From an optimization exercise on the open Yosys and OpenROAD flow, aimed at small area; shortcuts taken in it are not production practice.
At most, simulation tests tie the RTL to the original design; equivalence was not proved.
Power is estimated from default activity; no workload was simulated.

Setup of 03-28:
// CPU
module CPU (
    input clk,
    input rst,
    input botao_ligar_agora,
    input botao_enviar_agora,
    input [17:0] instrucao_completa,
    output reg flag_clear_memoria,
    output reg flag_escrever,
    output [7:0] lcd_data,
    output lcd_rs,
    output lcd_rw,
    output lcd_e,
    output lcd_on,
    output lcd_blon
);
For scale: about 930 cells after synthesis, roughly 37 I/O pins, about 11000 sq um of cells after synthesis.
Settings: LEC_CHECK=0, CAP_MARGIN=20, CORE_MARGIN=2, CORE_UTILIZATION=40, CTS_CLUSTER_DIAMETER=80, CTS_CLUSTER_SIZE=25, PLACE_DENSITY=0.6, SLEW_MARGIN=20; clock period 18.0 ns.
standard.sh (not shown) runs the stock make flow with config.mk's settings and CLKGATE_MAP_FILE= SYNTH_SCRIPT=/design/flow/synth_recipe.tcl, a recipe that flattens the netlist after the stock synthesis.
==> flow/flow/run.sh <==
#!/bin/bash
# The standard layout (standard.sh), with two changes: the ports are
# buffered with the smallest buffer (buf_1) instead of the default choice,
# and clock tree synthesis inserts no dummy loads. Everything else,
# synthesis included, is the standard flow. Its output goes to
# standard.log in the work folder.
export BUFFER_PORTS_ARGS="-buffer_cell sky130_fd_sc_hd__buf_1"
export CTS_ARGS="-sink_clustering_enable -repair_clock_nets -dont_use_dummy_load -sink_clustering_size 25 -sink_clustering_max_diameter 80"
bash standard.sh > standard.log 2>&1
[inputs] 08-04 vs 03-28
--- a/flow/design.v
+++ b/flow/design.v
@@ -127,34 +127,32 @@
         EST_SLOT   = 2'd2;
     reg [1:0] est;
     reg [9:0] c;
     reg [5:0] index;
     reg [2:0] op_salva;
     reg [3:0] end_salvo;
     reg sinal;
     reg [15:0] val;               
     reg [3:0] digito;             
-    wire init = index[5] & index[4];
+    wire init = index[5:3] == 3'b111;
     wire boot = index[2];         
-    wire extrai_janela = est[1] && (index[5:2] == 4'd7);   
+    wire extrai_janela = (est == EST_SLOT) && (index[5:2] == 4'd7);   
     wire ge;
     wire [15:0] dif;
     binarioParaBCD conversor (.valor(val), .sel(index[1:0]), .maior_igual(ge), .diferenca(dif));
     wire extrai = extrai_janela && ge;
-    assign quer_captura = est[1] && (index == 6'd0);
-    wire longo = init & index[1] & ~index[0];                  
-    wire fim_init = init & index[1] & index[0] &               
-                    c[4] & c[3] & c[2];
-    wire fim_slot = longo ? (c[7] & c[6] & c[4] & c[0])        
-                          : (c[4] & c[3] & c[2] & c[0]);       
-    wire fim_msg = index[5] & ~index[4] & index[0];            
-    wire fim_espera = boot ? (c[9] & c[8] & c[7] & c[6] & c[5] & c[3] & c[1])   
-                           : (c[5] & c[3] & c[0]);             
+    assign quer_captura = (est == EST_SLOT) && (index == 6'd0);
+    wire longo = index == 6'd58;
+    wire fim_init = (index == 6'd59) && (c[7:0] == 8'd28);
+    wire fim_slot = !init ? (c[5:0] == 6'd29) :
+                    longo ? (c[7:0] == 8'd209) : (c[7:0] == 8'd29);
+    wire fim_msg = index == 6'd33;
+    wire fim_espera = boot ? (c == 10'd1002) : (c == 10'd41);
     always @(posedge clk) begin
         if (captura)
             val <= {bit_valor, val[15:1]};
         else if (extrai)
             val <= dif;
         if (le_sinal)
             sinal <= bit_sinal;
     end
     always @(posedge clk) begin
@@ -194,19 +192,19 @@
                             c <= 10'd0;
                             index <= index + 6'd1;
                         end
                     end
                 end
             endcase
         end
     end
     always @(posedge clk)
-        if (est[1] && fim_slot)
+        if (est == EST_SLOT && fim_slot)
             digito <= c[9:6];
     function [7:0] nome_op;
         input [2:0] op;
         input [1:0] i;
         reg [31:0] s;
         begin
             case (op)
                 3'b000: s = "LOAD";
                 3'b001: s = "ADD ";
@@ -247,19 +245,19 @@
                 6'd28: saida_dados = sinal ? "-" : "+";
                 6'd29, 6'd30, 6'd31, 6'd32: saida_dados = {4'h3, digito};
                 6'd33: saida_dados = {4'h3, val[3:0]};
                 default: saida_dados = " ";
             endcase
         end
     end
     assign end_atual = end_salvo;
     assign lcd_rw = 1'b0;
-    assign lcd_e = est[1] && (c[5:3] == 3'd0) && (c[2:0] != 3'd7) &&
+    assign lcd_e = (est == EST_SLOT) && (c[5:3] == 3'd0) && (c[2:0] != 3'd7) &&
                    (!init || c[7:6] == 2'd0);
 endmodule
 module CPU (
     input clk,
     input rst,
     input botao_ligar_agora,
     input botao_enviar_agora,
     input [17:0] instrucao_completa,
     output reg flag_clear_memoria,
@@ -295,28 +293,36 @@
         .clk(clk), .rst(rst),
         .botaoAgora(botao_enviar_agora), .botaoPressionado(flag_enviar)
     );
     always @(posedge clk) begin
         if (rst)
             sistema_ligado <= 1'b0;
         else if (flag_ligar)
             sistema_ligado <= ~sistema_ligado;
     end
-    wire inicia = sistema_ligado && estado[0] && flag_enviar;
     always @(posedge clk) begin
-        estado[1] <= inicia;
-        estado[0] <= sistema_ligado && !inicia;
+        if (~sistema_ligado)
+            estado <= S_DESLIGADO;
+        else begin
+            case (estado)
+                S_DESLIGADO: estado <= S_AGUARDANDO;
+                S_AGUARDANDO: if (flag_enviar) estado <= S_EXECUTANDO;
+                S_EXECUTANDO: estado <= S_AGUARDANDO;
+                default: estado <= estado;
+            endcase
+        end
     end
     wire [2:0] opcode_chaves = instrucao_completa[17:15];
     always @(*) begin
-        flag_clear_memoria = estado[1] && (opcode_chaves == OP_CLEAR);
-        flag_escrever = estado[1] && !(opcode_chaves[2] && opcode_chaves[1]);
+        flag_clear_memoria = (estado == S_EXECUTANDO) && (opcode_chaves == OP_CLEAR);
+        flag_escrever = (estado == S_EXECUTANDO) && !(opcode_chaves[2] && opcode_chaves[1]);
     end
+    wire inicia = sistema_ligado && (estado == S_AGUARDANDO) && flag_enviar;
     reg [17:0] ir;
     always @(posedge clk)
         if (inicia) ir <= instrucao_completa;
     wire [2:0] op = ir[17:15];
     wire [3:0] rd = ir[14:11];
     wire [3:0] ra = ir[10:7];
     wire [3:0] rb = ir[3:0];
     wire sgn = ir[6];
     wire [5:0] mag = ir[5:0];
--- outcome ---
08-04 has area after synthesis below what 03-28 had.
08-04 gives less final worst slack than 03-28 did.
Combinational group share of total power essentially unchanged between 08-04 and 03-28.
08-04 vs. 03-28: proportion of total power due to net switching shows an increase of 0.19 points, cell area shows no meaningful change.
08-04: full flow OK, the timing, design-rule and antenna checks passed
For 03-28, only the layout was checked, not whether the RTL still works.

## port drivers added, routing unchanged
The results above use ideal ports. As a check the final layouts listed here were re-extracted and re-timed, cells and wires unchanged.
Step 1: set_driving_cell puts a clkbuf_16 on clk and a buf_2 on each other input, an assumption about the parent block.
Step 2 times the ports against the registers' clock, not the clock port: input delays grow and output delays shrink by t, the midpoint of the rising clock arrivals with the driver on.
Slacks: no drivers / after step 1 / after step 2; pairs: no drivers / after step 1.
run	shift t [ns]	setup WS [ns]	worst slew at a driven data input, ns
03-28	0.531	10.338 / 10.317 / 10.317	0.04
08-04	0.539	10.308 / 10.283 / 10.283	0.06
After both steps every run listed still meets setup and hold. The setup slack of 08-04, which loses most, moves by -0.025 ns with the drivers and by -0.025 ns with both steps.
